This design comes from an exercise in tuning for small area, a short achievable clock period and few clock cycles per item on the open sky130 flow, not from production work. RTL that was checked went through simulation tests only; none was proved equivalent to the original. Power is estimated from default activity; no workload was simulated.

## run A
==> flow/design.v (excerpt) <==
module router_bus_gnrtr #(parameter pck_sz = 40, parameter num_ntrfs=4, parameter broadcast = {8{1'b1}}, parameter fifo_depth=8,parameter id_c = 2,parameter id_r = 2,parameter columns= 4, parameter rows = 4)(
  input clk,
  input reset,
  input [num_ntrfs*pck_sz-1:0] data_out_i_in,
  input [num_ntrfs-1:0] pndng_i_in,
  input [num_ntrfs-1:0] pop,
  output [num_ntrfs-1:0] popin,
  output [num_ntrfs-1:0] pndng,
  output [num_ntrfs*pck_sz-1:0] data_out
);
  localparam pb = pck_sz - 8;     
  reg [pb-1:0] sd [0:3];    
  reg [3:0] sq [0:3];       
  reg [3:0] gr [0:3];       
  reg [3:0] nacc;           
  reg [3:0] lv;             
  reg [3:0] prio [0:3];     
  reg [2:0] ctr;            
  reg [6:0] ct1h;           
  logic [3:0] take;
  logic [3:0] sq_n [0:3];
  logic [3:0] req_n [0:3];   
  logic [3:0] gr_n [0:3];
  logic [3:0] room_n;        
  always @(posedge clk or posedge reset)
    if (reset) begin
      ctr <= 3'd0;
      ct1h <= 7'd1;
    end else begin
      ctr <= (ctr == 3'd6) ? 3'd0 : ctr + 3'd1;
      ct1h <= {ct1h[5:0], ct1h[6]};
    end
  genvar i, o;
  generate
    for (i = 0; i < 4; i = i + 1) begin : _in_
      wire [3:0] r = data_out_i_in[i*pck_sz + pb - 1 -: 4];
      wire [3:0] c = data_out_i_in[i*pck_sz + pb - 5 -: 4];
      wire m = data_out_i_in[i*pck_sz + pb - 9];
      wire rlt = r < id_r, rgt = r > id_r, clt = c < id_c, cgt = c > id_c;
      wire [3:0] fd;    
      assign fd[0] = m ? rlt : (!clt & !cgt & rlt);
      assign fd[2] = m ? rgt : (!clt & !cgt & rgt);
  ...
Size in the first run: about 1400 flip-flops, ~340 I/O pins, about 45000 µm² of cells after synthesis.
export LEC_CHECK = 0
export CAP_MARGIN = 20
export CORE_MARGIN = 2
export CORE_UTILIZATION = 45
export CTS_CLUSTER_DIAMETER = 80
export CTS_CLUSTER_SIZE = 20
export SETUP_SLACK_MARGIN = 2.65
export SLEW_MARGIN = 20
create_clock -name core_clock -period 5.0 [get_ports {clk}]
standard.sh (not shown) runs the stock make flow with config.mk's settings and CLKGATE_MAP_FILE= SYNTH_SCRIPT=/design/flow/synth_recipe.tcl, a recipe that flattens the netlist after the stock synthesis.
==> flow/flow/run.sh <==
#!/bin/bash
set -euo pipefail
export BUFFER_PORTS_ARGS="-buffer_cell sky130_fd_sc_hd__buf_2"
bash standard.sh > flow_make.log 2>&1
Testbench counts of run A, summed over its fixed seeds: cycles 1,898, packets 4,800.
Modified inputs, run B compared to run A
--- a/flow/design.v
+++ b/flow/design.v
@@ -17,40 +17,40 @@
       gnt[k] = req[k] & path;
     end
   end
 endmodule
 module out_fifo #(parameter bits = 32) (
   input clk,
   input rst,
   input [2:0] ctr,
   input [6:0] ct1h,            
   input [bits-1:0] d0, d1, d2, d3,   
   input [3:0] sel,             
+  input push,                  
   input pop,
   output [bits-1:0] dout,
   output reg pndng,
   output can_push_nxt          
 );
   reg [bits-1:0] hd;           
   reg [bits-1:0] r [6:0];
   reg [6:0] v;                 
   reg [6:0] h;                 
   reg [2:0] oq [6:0];          
   reg [2:0] ow, orp;           
   reg [6:0] nph;               
   reg [2:0] cnt;               
   integer k;
   function automatic [2:0] inc7(input [2:0] x);
     inc7 = (x == 3'd6) ? 3'd0 : x + 3'd1;
   endfunction
-  wire push = |sel;
   wire [bits-1:0] win = (d0 & {bits{sel[0]}}) | (d1 & {bits{sel[1]}}) |
                         (d2 & {bits{sel[2]}}) | (d3 & {bits{sel[3]}});
   wire do_pop = pop & pndng;
   wire adv = ~pndng | do_pop;            
   wire ring_any = (cnt != 3'd0);
   wire from_ring = adv & ring_any;
   wire to_ring = push;
   logic [bits-1:0] rd;
   always_comb begin
     rd = {bits{1'b0}};
     for (k = 0; k < 7; k = k + 1)
@@ -105,22 +105,23 @@
   input [num_ntrfs*pck_sz-1:0] data_out_i_in,
   input [num_ntrfs-1:0] pndng_i_in,
   input [num_ntrfs-1:0] pop,
   output [num_ntrfs-1:0] popin,
   output [num_ntrfs-1:0] pndng,
   output [num_ntrfs*pck_sz-1:0] data_out
 );
   localparam pb = pck_sz - 8;     
   reg [pb-1:0] sd [0:3];    
   reg [3:0] sq [0:3];       
   reg [3:0] gr [0:3];       
+  reg [3:0] psh;            
   reg [3:0] nacc;           
   reg [3:0] lv;             
   reg [3:0] prio [0:3];     
   reg [2:0] ctr;            
   reg [6:0] ct1h;           
   logic [3:0] take;
   logic [3:0] sq_n [0:3];
   logic [3:0] req_n [0:3];   
   logic [3:0] gr_n [0:3];
   logic [3:0] room_n;        
   always @(posedge clk or posedge reset)
@@ -167,45 +168,47 @@
     for (o = 0; o < 4; o = o + 1) begin : _out_
       wire can_push_nxt;
       assign room_n[o] = can_push_nxt;
       always_comb begin
         for (int j = 0; j < 4; j = j + 1)
           req_n[o][j] = sq_n[j][o] & room_n[o];
       end
       rr_pick #(.n(4)) arb (.req(req_n[o]), .prio(prio[o]), .gnt(gr_n[o]));
       always @(posedge clk or posedge reset)
         if (reset) begin
           gr[o] <= 4'd0;
+          psh[o] <= 1'b0;
           prio[o] <= 4'd1;
         end else begin
           gr[o] <= gr_n[o];
+          psh[o] <= |gr_n[o];
           if (|gr_n[o]) prio[o] <= {gr_n[o][2:0], gr_n[o][3]};
         end
       if (o == 0) begin : _o0_
         logic [pb-4:0] dq;
         out_fifo #(.bits(pb-3)) fifo_out (
           .clk(clk), .rst(reset), .ctr(ctr), .ct1h(ct1h), .can_push_nxt(can_push_nxt),
           .d0({sd[0][pb-4], sd[0][pb-5:0]}), .d1({sd[1][pb-4], sd[1][pb-5:0]}),
-          .d2({sd[2][pb-4], sd[2][pb-5:0]}), .d3({sd[3][pb-4], sd[3][pb-5:0]}), .sel(gr[o]), .pop(pop[o]),
+          .d2({sd[2][pb-4], sd[2][pb-5:0]}), .d3({sd[3][pb-4], sd[3][pb-5:0]}), .sel(gr[o]), .push(psh[o]), .pop(pop[o]),
           .dout(dq), .pndng(pndng[o])
         );
         assign data_out[o*pck_sz +: pb] = {3'b000, dq};
       end else if (o == 3) begin : _o3_
         logic [pb-4:0] dq;
         out_fifo #(.bits(pb-3)) fifo_out (
           .clk(clk), .rst(reset), .ctr(ctr), .ct1h(ct1h), .can_push_nxt(can_push_nxt),
           .d0({sd[0][pb-1 -: 4], sd[0][pb-8:0]}), .d1({sd[1][pb-1 -: 4], sd[1][pb-8:0]}),
-          .d2({sd[2][pb-1 -: 4], sd[2][pb-8:0]}), .d3({sd[3][pb-1 -: 4], sd[3][pb-8:0]}), .sel(gr[o]), .pop(pop[o]),
+          .d2({sd[2][pb-1 -: 4], sd[2][pb-8:0]}), .d3({sd[3][pb-1 -: 4], sd[3][pb-8:0]}), .sel(gr[o]), .push(psh[o]), .pop(pop[o]),
           .dout(dq), .pndng(pndng[o])
         );
         assign data_out[o*pck_sz +: pb] = {dq[pb-4 -: 4], 3'b000, dq[pb-8:0]};
       end else begin : _o12_
         out_fifo #(.bits(pb)) fifo_out (
           .clk(clk), .rst(reset), .ctr(ctr), .ct1h(ct1h), .can_push_nxt(can_push_nxt),
-          .d0(sd[0]), .d1(sd[1]), .d2(sd[2]), .d3(sd[3]), .sel(gr[o]), .pop(pop[o]),
+          .d0(sd[0]), .d1(sd[1]), .d2(sd[2]), .d3(sd[3]), .sel(gr[o]), .push(psh[o]), .pop(pop[o]),
           .dout(data_out[o*pck_sz +: pb]), .pndng(pndng[o])
         );
       end
       assign data_out[o*pck_sz + pb +: 8] = 8'(o);
     end
   endgenerate
 endmodule
--- outcome ---
Run B finished end to end and its layout was clean on timing, DRC and antenna.
Relative to run A, the mux share of post-synthesis cell area of run B is lower by 0.23 points.
| fraction of standard cell area in multi-input logic | higher: run B |
Run B supports a lower top clock frequency than run A.
Worst-path maximum fanout: run B vs run A identical
Routed wire in run B totals more than in run A.
Cmp run B vs run A: synthesized cell count higher in run B
Run B gives more power consumption than run A did.
Looking at run A and run B, the number of enable flip-flop cells after synthesis is a wash.
Taking run A as the reference point, the die area of run B rises by 620 µm².
Run A vs run B, kind of critical path: flip-flop to output pin vs input port to flip-flop
Looking at worst-case setup slack after placement, run B sits below run A.
Going from run A to run B, number of different library cells in the post-synthesis netlist shrank slightly.
Count of nets after finishing of run B exceeds that of run A slightly.
Sequential cell count: run B vs run A, no meaningful difference
The RTL of run B was laid out without a check of its function.

==> static timing again, ports no longer ideal <==
The flow's constraints put no driver on any port. The routed layouts listed below were extracted and timed again, unchanged, in two steps.
Step 1 sets driving cells, clkbuf_16 on the clock port and buf_2 on the other inputs (assumed; they add their load-dependent delay and slew).
Step 2 times the ports against the registers' clock, not the clock port: input delays grow and output delays shrink by t, the midpoint of the rising clock arrivals with the driver on.
a / b / c = ideal ports / drivers / drivers and shift; a / b = the first two.
run	shift t [ns]	slack for setup (ns)	latest minus earliest clock arrival (ns)	slew at the worst register clock pin (ns)
run A	0.735	2.545 / 2.474 / 1.906	0.022 / 0.022	0.09 / 0.09
run B	0.746	2.450 / 2.479 / 1.734	0.049 / 0.049	0.09 / 0.09
After both steps setup and hold are still met in every run listed. For run B, which loses most, drivers alone change the setup slack by +0.029 ns; drivers and shift together by -0.716 ns.
